Background: an optimization exercise with open tools, aiming at small area. Do not read the settings as production practice.
The RTL was checked by simulation tests, not by an equivalence proof against the original design.
No activity file was given, so power comes from the tool's default toggle rates.

==> flow/design.v <==
module reg_file (
    input             clk,
    input      [31:0] we,       
    input      [31:0] wd,
    input      [31:0] sel1,     
    input      [31:0] sel2,
    output reg [31:0] rd1,
    output reg [31:0] rd2
);
reg [31:0] r [1:31];
integer i;
genvar g;
generate for (g = 1; g < 32; g = g + 1) begin : row
    always @(posedge clk)
        if (we[g]) r[g] <= wd;
end endgenerate
always @(*) begin
    rd1 = 32'b0;
    rd2 = 32'b0;
    for (i = 1; i < 32; i = i + 1) begin
        rd1 = rd1 | (r[i] & {32{sel1[i]}});
        rd2 = rd2 | (r[i] & {32{sel2[i]}});
    end
end
endmodule
module riscv_cpu (
    input         clk, reset,
    output [31:0] PC,
    input  [31:0] Instr,
    output        MemWrite,
    output [31:0] Mem_WrAddr, Mem_WrData,
    input  [31:0] ReadData,
    output [31:0] Result
);
wire b2 = Instr[2], b3 = Instr[3], b4 = Instr[4], b5 = Instr[5], b6 = Instr[6];
wire [2:0] f3 = Instr[14:12];
wire isJ    = b6 & b3;               
wire isJR   = b6 & b2 & ~b3;         
wire isBr   = b6 & ~b2;              
wire isU    = ~b6 & b2;              
wire isLUI  = isU & b5;
wire isAUI  = isU & ~b5;
wire isLd   = ~b6 & ~b4 & ~b5;       
wire isSt   = ~b6 & ~b4 & b5;        
wire isAlu  = ~b6 & b4 & ~b2;        
wire isOp   = isAlu & b5;            
assign MemWrite = isSt;
wire regWrite = ~(isBr | isSt);
reg [31:1] pcq;
assign PC = {pcq, 1'b0};
wire [4:0] rs1 = Instr[19:15], rs2 = Instr[24:20], rd = Instr[11:7];
wire useRs1 = ~(isU | isJ);
wire [31:0] sel1, sel2, we;
genvar g;
generate for (g = 0; g < 32; g = g + 1) begin : dec
    assign sel1[g] = (rs1 == g) & useRs1;
    assign sel2[g] = (rs2 == g);
    assign we[g]   = (rd == g) & regWrite;
end endgenerate
wire [31:0] r1, r2;
reg_file rf (.clk(clk), .we(we), .wd(Result), .sel1(sel1), .sel2(sel2), .rd1(r1), .rd2(r2));
wire i31 = Instr[31];
reg [31:0] imm;
always @(*) begin
    if (isU)       imm = {Instr[31:12], 12'b0};
    else if (isJ)  imm = {{12{i31}}, Instr[19:12], Instr[20], Instr[30:21], 1'b0};
    else if (isBr) imm = {{20{i31}}, Instr[7], Instr[30:25], Instr[11:8], 1'b0};
    else if (isSt) imm = {{20{i31}}, Instr[31:25], Instr[11:7]};
    else           imm = {{20{i31}}, Instr[31:20]};
end
wire usePC = isBr | isJ | isAUI;
wire [31:0] A = usePC ? PC : r1;            
wire [31:0] srcB = isOp ? r2 : imm;
wire sub = isAlu & ((f3 == 3'b010) | (f3 == 3'b011) | (isOp & (f3 == 3'b000) & Instr[30]));
wire [31:0] Bx = srcB ^ {32{sub}};
wire [32:0] sum = {1'b0, A} + {1'b0, Bx} + {32'b0, sub};
wire ltu_s = ~sum[32];
wire lt_s  = (A[31] ^ srcB[31]) ? A[31] : sum[31];
wire slt   = f3[0] ? ltu_s : lt_s;
wire [4:0] sh = srcB[4:0];
wire left = ~f3[2];
function [31:0] rev(input [31:0] x);
    integer k;
    for (k = 0; k < 32; k = k + 1) rev[k] = x[31-k];
endfunction
wire [31:0] shIn = left ? rev(r1) : r1;
wire fill = Instr[30] & r1[31] & ~left;
wire [63:0] shX = {{32{fill}}, shIn} >> sh;
wire [31:0] shR = shX[31:0];
wire [31:0] shOut = left ? rev(shR) : shR;
wire [31:0] lg = f3[1] ? (f3[0] ? (r1 & srcB) : (r1 | srcB)) : (r1 ^ srcB);
wire eq  = (r1 == r2);
wire ltu = r1 < r2;
wire lt  = (r1[31] ^ r2[31]) ? r1[31] : ltu;
reg take;
always @(*) begin
    case ({f3[2], f3[1]})
        2'b00: take = eq;
        2'b10: take = lt;
        2'b11: take = ltu;
        default: take = 1'bx;
    endcase
    take = take ^ f3[0];
end
wire [31:2] pc4 = pcq[31:2] + 30'd1;
wire [31:0] pcPlus4 = {pc4, pcq[1], 1'b0};
wire aluSum   = isU | (isAlu & (f3 == 3'b000));
wire aluShift = isAlu & (f3[1:0] == 2'b01);
wire aluSlt   = isAlu & (f3[2:1] == 2'b01);
wire aluLog   = isAlu & f3[2] & (f3[1] | ~f3[0]);
wire link     = isJ | isJR;
assign Result = ({32{aluSum}} & sum[31:0])
              | ({32{aluShift}} & shOut)
              | ({31'b0, aluSlt & slt})
              | ({32{aluLog}} & lg)
              | ({32{link}} & pcPlus4)
              | ReadData;     
assign Mem_WrAddr = sum[31:0];
assign Mem_WrData = r2;
wire jump = isJ | isJR | (isBr & take);
wire [31:1] pcNext = jump ? sum[31:1] : {pc4, pcq[1]};
always @(posedge clk or posedge reset)
    if (reset) pcq <= 31'b0;
    else       pcq <= pcNext;
endmodule
==> flow/run.sh <==
#!/bin/bash
# synth_recipe.tcl (not shown) runs the flow's synth.tcl, then flattens the netlist and writes it again
# the make line also repeats each setting of config.mk as NAME=value (left out here)
make -C /OpenROAD-flow-scripts/flow DESIGN_CONFIG=/design/flow/config.mk WORK_HOME=/design/flow/orfs CLKGATE_MAP_FILE= SYNTH_SCRIPT=/design/flow/synth_recipe.tcl finish
==> flow/config.mk <==
export PLATFORM = sky130hd
export DESIGN_NAME = riscv_cpu
export DESIGN_NICKNAME = riscv_cpu
export VERILOG_FILES = /design/flow/design.v
export SDC_FILE = /design/flow/constraint.sdc
export NUM_CORES = 4
export LEC_CHECK = 0
export CAP_MARGIN = 20
export CORE_MARGIN = 2
export CORE_UTILIZATION = 60
export CTS_BUF_LIST = sky130_fd_sc_hd__clkbuf_4 sky130_fd_sc_hd__clkbuf_8
export CTS_CLUSTER_DIAMETER = 60
export CTS_CLUSTER_SIZE = 20
export GPL_TIMING_DRIVEN = 0
export SETUP_SLACK_MARGIN = 0.1
export SLEW_MARGIN = 20
==> flow/constraint.sdc <==
create_clock -name core_clock -period 12.0 [get_ports {clk}]
set_input_delay 2.4000 -clock core_clock [delete_from_list [all_inputs] [get_ports {clk}]]
set_output_delay 2.4000 -clock core_clock [all_outputs]
set_load 0.01 [all_outputs]
==> results.txt <==
[timing repair]
action	CTS
setup endpoints to repair	60
setup buffers	40
gates resized for setup	442
pin swaps	19
gates cloned	4
endpoints found under the hold margin	0
[layer usage]
metal  GRT usage (%)  overflow
met3            75.6         5
met2            90.8         8
met4            78.3         4
met5            57.9         0
met1            83.7         1
[per-stage QoR]
step	std cells	power, W	cell area (µm²)
global placement	6212	0.00722	58800
detailed placement	6346	0.00738	62100
CTS	6522	0.00965	65600
floorplan	4841	0.00582	55400
[synthesized netlist by cell type (33+ instances only)]
library cell and number:
inv_1 134, buf_1 71, a211oi_1 57, and3_1 98, nand3_1 212, clkbuf_1 259, ha_1 128, buf_2 56
mux2i_1 119, a222oi_1 42, a22o_1 36, o21ai_0 128, xnor2_1 60, a21oi_1 250, mux2_2 63, o22ai_1 43
edfxtp_1 992, o221ai_1 33, a31oi_1 39, a21o_1 34, a221oi_1 71, nand4_1 100, a22oi_1 534, nor3_1 70
nor2_1 262, nand2_1 338, a221o_1 36
[power by group through the flow]
stage               Combinational [W]  Clock (W)  Sequential, W
CTS                           0.00315    0.00216        0.00434
detailed placement            0.00295          0        0.00443
global placement              0.00276          0        0.00446
floorplan                     0.00139          0        0.00443
[cell families after synthesis]
kind of cell             Yosys count
AO/OA/AOI/OAI                   1554
flip-flops                      1023
AND/OR/NAND/NOR                 1302
other                              1
XOR/XNOR                          88
multiplexers                     209
adder cells (fa/ha/maj)          129
buffers and inverters            535
[worst min-delay path by stage]
stage / startpoint / end / slack (ns)
2_1_floorplan: pcq[1] / pcq[1] / 0.55
3_3_place_gp: pcq[1] / pcq[1] / 0.54
3_5_place_dp: pcq[1] / pcq[1] / 0.56
4_1_cts: pcq[1] / pcq[1] / 0.58
==> results.toml <==
[run_status]
status = "aborted with a tool error"
lastStage = "5_1_grt"
error = "[ERROR GRT-0232] Routing congestion too high. Check the congestion heatmap in the GUI."

[synth]
synth-simple-area-share_pct = 11.8
ys_seq_area_share_pct = 55.1
synth_cell_type_count = 98
synthTopCellsByArea = "edfxtp_1, a22oi_1, ha_1"
synth-warning-count = 3
synth_nets = 5036
netlist_instances = 4841
synthMuxAreaShare_pct = 4.50
synth_top_family_by_area = "compound AO/OA/AOI/OAI gates"
synth-adder-area-share_pct = 2.93
synthArstFlopShare_pct = 3.03
syn_area_mm2 = 0.0554
avgSynthCellArea_um2 = 11.4
synth-seq-cells = 1023
synth_xor_area_share_pct = 1.39
synth_edf_count = 992
synth-compound-area-share_pct = 20.4
synth_flop_cell = "edfxtp_1"
yosysTopAreaCell = "edfxtp_1"
yosysTopAreaCellShare_pct = 53.7

[clock_tree]
cts_root_buf = "clkbuf_8"
htree_levels = 3
clock_path_buffers = 3
cts_buffers = 81
clock-sinks = 1023
cts_hold_buf = 0

[placement]
preCtsSetupSlack_ns = -3.38
place_congestion = 1.23
portBuffers = 185
dp_hpwl_mm = 255

[floorplan]
initial_core_util_pct = 60.5
die_w_um = 308
ios = 195
rows = 111
die_y_um = 308

[global_routing]
overflow = 18
grtUsageTotal_pct = 82.5
grt_start_max_net_pins = 33
